Background: an optimization exercise with open tools, aiming at small area. Do not read the settings as production practice.
The RTL was checked by simulation tests, not by an equivalence proof against the original design.
The clock port is modelled as an ideal driver; clocking choices that lean on that would not hold on a real chip.
Power figures rest on the tool's default switching activity, not on a simulated workload.

==> flow/design.v (excerpt) <==
module uart_top (
    input  clk,
    input  rst,
    input  rx,
    output tx,
    input  tx_wr_en,
    input  [7:0] tx_wr_data,
    input  rx_rd_en,
    output reg [7:0] rx_rd_data,
    output tx_full,
    output rx_empty
);
wire baud_tick;
wire tx_start;
wire tx_fifo_empty;
wire [7:0] tx_head;
wire rx_done;
wire [7:0] rx_data;
wire [7:0] rx_head;
wire rx_fifo_full;
uart_baud_gen baud_gen (
    .clk(clk),
    .rst(rst),
    .baud_tick(baud_tick)
);
uart_tx tx_inst (
    .clk(clk),
    .rst(rst),
    .baud_tick(baud_tick),
    .fifo_empty(tx_fifo_empty),
    .fifo_data(tx_head),
    .tx_start(tx_start),
    .tx(tx)
);
uart_rx rx_inst (
    .clk(clk),
    .rst(rst),
    .baud_tick(baud_tick),
    .rx(rx),
    .rx_data(rx_data),
    .rx_done(rx_done)
);
fifo_sync tx_fifo (
    .clk(clk),
    .rst(rst),
    .wr_en(tx_wr_en),
    .rd_en(tx_start),
    .data_in(tx_wr_data),
    .data_out(tx_head),
    .full(tx_full),
    .empty(tx_fifo_empty)
);
fifo_sync rx_fifo (
    .clk(clk),
    .rst(rst),
    .wr_en(rx_done),
    .rd_en(rx_rd_en),
    .data_in(rx_data),
    .data_out(rx_head),
    .full(rx_fifo_full),
    .empty(rx_empty)
);
always @(posedge clk) begin
    if (rx_rd_en & ~rx_empty)
        rx_rd_data <= rx_head;
end
endmodule
clock: 20.0 ns
lec_check: 0
cap_margin: 5
core_margin: 2
core_utilization: 40
gpl_timing_driven: 0
slew_margin: 5
standard.sh (not shown) runs the stock make flow with config.mk's settings and CLKGATE_MAP_FILE= SYNTH_SCRIPT=/design/flow/synth_recipe.tcl, a recipe that flattens the netlist after the stock synthesis.
==> flow/flow/run.sh <==
#!/bin/bash
# The standard layout (standard.sh) with these changes:
#  - synthesis maps logic with an area-oriented ABC script (abc_area.script)
#    in place of ORFS's speed script; the rest of synthesis is the standard flow's own
#    script, so registers keep their names and cell types
#  - each port gets the smallest buffer, sky130_fd_sc_hd__buf_1
#  - after global placement, prebuffer.tcl gives each net with 20 or more
#    loads one buffer at the centre of its loads, before repair_design
#  - clock tree synthesis uses clkbuf_8 and no dummy loads; after it,
#    clk_resize.tcl swaps each clock buffer for a smaller clock buffer where
#    the estimated slew at its loads stays under CLK_SLEW_LIMIT_PS
# Each step's output goes to a log of its own in this folder.
set -euo pipefail
W="$(cd "$(dirname "$0")/.." && pwd)"
cd "$W"
{
  echo "proc abc {args} {"
  echo "  set i [lsearch \$args -script]"
  echo "  if {\$i >= 0} { lset args [expr {\$i + 1}] $W/flow/abc_area.script }"
  echo "  yosys abc {*}\$args"
  echo "}"
  cat synth_recipe.tcl
} > flow_synth.tcl
sed "s#SYNTH_SCRIPT=[^ ]*#SYNTH_SCRIPT=$W/flow_synth.tcl#" standard.sh > flow_standard.sh
grep -q "SYNTH_SCRIPT=$W/flow_synth.tcl" flow_standard.sh
export BUFFER_PORTS_ARGS="-buffer_cell sky130_fd_sc_hd__buf_1"
export CTS_ARGS="-sink_clustering_enable -repair_clock_nets -dont_use_dummy_load -buf_list sky130_fd_sc_hd__clkbuf_8 -sink_clustering_levels 1 -sink_clustering_size 24 -sink_clustering_max_diameter 100"
R="$W/orfs/results/$FLOW_PLATFORM/uart_top/base"
bash flow_standard.sh "$R/3_3_place_gp.odb" > flow_1_to_global_place.log 2>&1
PB_RESULTS="$R" PB_MIN_FANOUT=20 openroad -no_init -exit flow/prebuffer.tcl > flow_prebuffer.log 2>&1
bash flow_standard.sh cts > flow_2_to_cts.log 2>&1
CLK_RESULTS="$R" CLK_SLEW_LIMIT_PS=118 \
  openroad -no_init -exit flow/clk_resize.tcl > flow_clk_resize.log 2>&1
bash flow_standard.sh > flow_3_to_finish.log 2>&1
==> flow/flow/clk_resize.tcl <==
# Downsize each clock buffer to the smallest clock buffer whose estimated
# slew at its loads stays under CLK_SLEW_LIMIT_PS (placement parasitics).
# Only buffers whose slew already meets the limit are touched, so the root
# buffer, which drives the other buffers, keeps its size. At the end the
# slew at every flip-flop clock pin is checked, and all changes are undone
# if any is over the limit.
set P $::env(FLOW_HOME)/platforms/sky130hd
set R $::env(CLK_RESULTS)
read_liberty $P/lib/sky130_fd_sc_hd__tt_025C_1v80.lib
read_db $R/4_cts.odb
read_sdc $R/4_cts.sdc
source $P/setRC.tcl
estimate_parasitics -placement
set limit $::env(CLK_SLEW_LIMIT_PS)
proc pin_slew {pin} {
  set worst 0
  foreach a {max min} { foreach e {rise fall} {
    set s [get_property $pin slew_${a}_${e}]
    if {[string is double -strict $s]} { set worst [expr {max($worst, [sta::time_ui_sta $s] * 1e12)}] }
  } }
  return $worst
}
proc load_slew {inst} {
  set worst 0
  foreach pin [get_pins -of_objects [get_nets -of_objects [get_pins $inst/X]]] {
    if {[get_property $pin direction] ne "input"} continue
    set worst [expr {max($worst, [pin_slew $pin])}]
  }
  return $worst
}
proc clock_pin_slew {} {
  set worst 0
  foreach pin [all_registers -clock_pins -edge_triggered] { set worst [expr {max($worst, [pin_slew $pin])}] }
  return $worst
}
set sizes {sky130_fd_sc_hd__clkbuf_1 sky130_fd_sc_hd__clkbuf_2 sky130_fd_sc_hd__clkbuf_4 sky130_fd_sc_hd__clkbuf_8 sky130_fd_sc_hd__clkbuf_16}
set changed {}
puts "clock pin slew before: [format %.1f [clock_pin_slew]] ps"
foreach inst [get_cells -quiet clkbuf_*] {
  set name [get_name $inst]
  set orig [get_property $inst ref_name]
  set s0 [load_slew $name]
  puts "$name $orig [format %.1f $s0]"
  if {$s0 > $limit} continue
  foreach cand $sizes {
    if {$cand eq $orig} break
    replace_cell $inst $cand
    estimate_parasitics -placement
    set s [load_slew $name]
    if {$s <= $limit} { puts "  -> $cand [format %.1f $s]"; lappend changed [list $inst $orig]; break }
    replace_cell $inst $orig
    estimate_parasitics -placement
  }
}
set after [clock_pin_slew]
puts "clock pin slew after: [format %.1f $after] ps"
if {$after > $limit} {
  puts "over the limit: undoing all changes"
  foreach c [lreverse $changed] { replace_cell [lindex $c 0] [lindex $c 1] }
  estimate_parasitics -placement
  puts "clock pin slew restored: [format %.1f [clock_pin_slew]] ps"
}
detailed_placement
check_placement
write_db $R/4_cts.odb
==> flow/flow/prebuffer.tcl <==
# Give each high-fanout signal net one buffer, placed at the centre of its
# loads, before the resizer's repair_design runs; repair_design otherwise
# builds chains of large buffers on these nets. Clock nets are left alone.
set P $::env(FLOW_HOME)/platforms/sky130hd
set R $::env(PB_RESULTS)
read_liberty $P/lib/sky130_fd_sc_hd__tt_025C_1v80.lib
read_db $R/3_3_place_gp.odb
read_sdc $R/2_floorplan.sdc
source $P/setRC.tcl
set block [ord::get_db_block]
set n 0
foreach net [$block getNets] {
  if {[$net getSigType] ne "SIGNAL"} continue
  set name [$net getName]
  if {[string match "*clk*" $name]} continue
  set loads {}
  set driver ""
  foreach it [$net getITerms] {
    if {[$it isOutputSignal]} { set driver $it } elseif {[$it isInputSignal]} { lappend loads $it }
  }
  if {$driver eq "" || [llength $loads] < $::env(PB_MIN_FANOUT)} continue
  set sx 0; set sy 0
  foreach it $loads {
    set inst [$it getInst]
    set b [$inst getBBox]
    set sx [expr {$sx + ([$b xMin] + [$b xMax]) / 2.0}]
    set sy [expr {$sy + ([$b yMin] + [$b yMax]) / 2.0}]
  }
  set dbu [$block getDbUnitsPerMicron]
  set x [expr {$sx / [llength $loads] / $dbu}]
  set y [expr {$sy / [llength $loads] / $dbu}]
  set cell [expr {[llength $loads] > 40 ? "sky130_fd_sc_hd__buf_4" : "sky130_fd_sc_hd__buf_2"}]
  puts "net $name: [llength $loads] loads, $cell at ([format %.1f $x], [format %.1f $y])"
  insert_buffer -buffer_cell $cell -net $name -location [list $x $y] -buffer_name prebuf_$n -net_name prebuf_net_$n
  incr n
}
puts "inserted $n buffers"
write_db $R/3_3_place_gp.odb
Other scripts of this flow, unchanged in this note and not shown: flow/flow/abc_area.script
Next try:
--- a/flow/flow/run.sh
+++ b/flow/flow/run.sh
@@ -6,3 +6,3 @@
 #  - each port gets the smallest buffer, sky130_fd_sc_hd__buf_1
-#  - after global placement, prebuffer.tcl gives each net with 20 or more
+#  - after global placement, prebuffer.tcl gives each net with 12 or more
 #    loads one buffer at the centre of its loads, before repair_design
@@ -26,6 +26,6 @@
 export BUFFER_PORTS_ARGS="-buffer_cell sky130_fd_sc_hd__buf_1"
-export CTS_ARGS="-sink_clustering_enable -repair_clock_nets -dont_use_dummy_load -buf_list sky130_fd_sc_hd__clkbuf_8 -sink_clustering_levels 1 -sink_clustering_size 24 -sink_clustering_max_diameter 100"
+export CTS_ARGS="-sink_clustering_enable -repair_clock_nets -dont_use_dummy_load -buf_list sky130_fd_sc_hd__clkbuf_8"
 R="$W/orfs/results/$FLOW_PLATFORM/uart_top/base"
 bash flow_standard.sh "$R/3_3_place_gp.odb" > flow_1_to_global_place.log 2>&1
-PB_RESULTS="$R" PB_MIN_FANOUT=20 openroad -no_init -exit flow/prebuffer.tcl > flow_prebuffer.log 2>&1
+PB_RESULTS="$R" PB_MIN_FANOUT=12 openroad -no_init -exit flow/prebuffer.tcl > flow_prebuffer.log 2>&1
 bash flow_standard.sh cts > flow_2_to_cts.log 2>&1
Result: Register-to-register slack hardly moves. Wire length does not change. Power stays the same. Core utilization does not change. Final area is unchanged. Sequential share of layout area stays the same. Clock skew does not change. Worst setup slack stays the same. Sequential cell count does not change. Synthesized area is unchanged.
Next try:
--- a/flow/flow/run.sh
+++ b/flow/flow/run.sh
@@ -6,3 +6,3 @@
 #  - each port gets the smallest buffer, sky130_fd_sc_hd__buf_1
-#  - after global placement, prebuffer.tcl gives each net with 12 or more
+#  - after global placement, prebuffer.tcl gives each net with 20 or more
 #    loads one buffer at the centre of its loads, before repair_design
@@ -29,3 +29,3 @@
 bash flow_standard.sh "$R/3_3_place_gp.odb" > flow_1_to_global_place.log 2>&1
-PB_RESULTS="$R" PB_MIN_FANOUT=12 openroad -no_init -exit flow/prebuffer.tcl > flow_prebuffer.log 2>&1
+PB_RESULTS="$R" PB_MIN_FANOUT=20 openroad -no_init -exit flow/prebuffer.tcl > flow_prebuffer.log 2>&1
 bash flow_standard.sh cts > flow_2_to_cts.log 2>&1
Effect:
- The new run finished clean
- cell count is unchanged
- worst setup slack does not change
- synthesized area does not change
- via count does not change
- design area is unchanged
- sequential power stays flat
- routed wire length stays the same
- hold slack stays the same
- count of clock-buffer cells in the layout is unchanged
Next try:
--- a/flow/flow/run.sh
+++ b/flow/flow/run.sh
@@ -6,4 +6,2 @@
 #  - each port gets the smallest buffer, sky130_fd_sc_hd__buf_1
-#  - after global placement, prebuffer.tcl gives each net with 20 or more
-#    loads one buffer at the centre of its loads, before repair_design
 #  - clock tree synthesis uses clkbuf_8 and no dummy loads; after it,
@@ -27,8 +25,5 @@
 export CTS_ARGS="-sink_clustering_enable -repair_clock_nets -dont_use_dummy_load -buf_list sky130_fd_sc_hd__clkbuf_8"
-R="$W/orfs/results/$FLOW_PLATFORM/uart_top/base"
-bash flow_standard.sh "$R/3_3_place_gp.odb" > flow_1_to_global_place.log 2>&1
-PB_RESULTS="$R" PB_MIN_FANOUT=20 openroad -no_init -exit flow/prebuffer.tcl > flow_prebuffer.log 2>&1
-bash flow_standard.sh cts > flow_2_to_cts.log 2>&1
-CLK_RESULTS="$R" CLK_SLEW_LIMIT_PS=118 \
+bash flow_standard.sh cts > flow_1_to_cts.log 2>&1
+CLK_RESULTS="$W/orfs/results/$FLOW_PLATFORM/uart_top/base" CLK_SLEW_LIMIT_PS=122 \
   openroad -no_init -exit flow/clk_resize.tcl > flow_clk_resize.log 2>&1
-bash flow_standard.sh > flow_3_to_finish.log 2>&1
+bash flow_standard.sh > flow_2_to_finish.log 2>&1
--- a/flow/config.mk
+++ b/flow/config.mk
@@ -9,4 +9,5 @@
 export CORE_MARGIN = 2
-export CORE_UTILIZATION = 40
+export CORE_UTILIZATION = 55
 export GPL_TIMING_DRIVEN = 0
+export PLACE_DENSITY = 0.75
 export SLEW_MARGIN = 5
removed: flow/flow/prebuffer.tcl
Critical path depth shrinks by 1.
Cell count shrinks by about 10%.
Non-clock buffer count rises by 2.
Power decreases by 0.62%.
Flip-flop and latch count does not change.
Worst setup slack improved by 0.21 ns.
Wire length goes down by about 3%.
Count of clock-buffer cells in the layout does not change.
Die area falls by about 27%.
Combinational power is about the same.

## what the ideal ports hide
Ports are ideal in the flow. The routed layouts listed here were re-timed in OpenROAD. Step 1 sets driving cells, clkbuf_16 on the clock port and buf_2 on the other inputs (assumed; they add their load-dependent delay and slew). Step 2 also shifts input and output timing later by t, the mid clock arrival at the registers, as if the neighbouring blocks saw the same clock. Slacks: ideal ports / drivers / drivers and shift; pairs: ideal ports / drivers.
run	shift t [ns]	slack for setup (ns)	hold WS [ns]	latest minus earliest clock arrival (ns)	worst slew at a driven data input, ns
the first run	0.465	13.670 / 13.679 / 13.214	0.428 / 0.428 / 0.428	0.034 / 0.034	0.03
the second run	0.465	13.670 / 13.679 / 13.214	0.428 / 0.428 / 0.428	0.034 / 0.034	0.03
the third run	0.465	13.670 / 13.679 / 13.214	0.428 / 0.428 / 0.428	0.034 / 0.034	0.03
the fourth run	0.465	13.880 / 13.889 / 13.424	0.419 / 0.419 / 0.419	0.040 / 0.040	0.03
After both steps setup and hold are still met in every run listed.
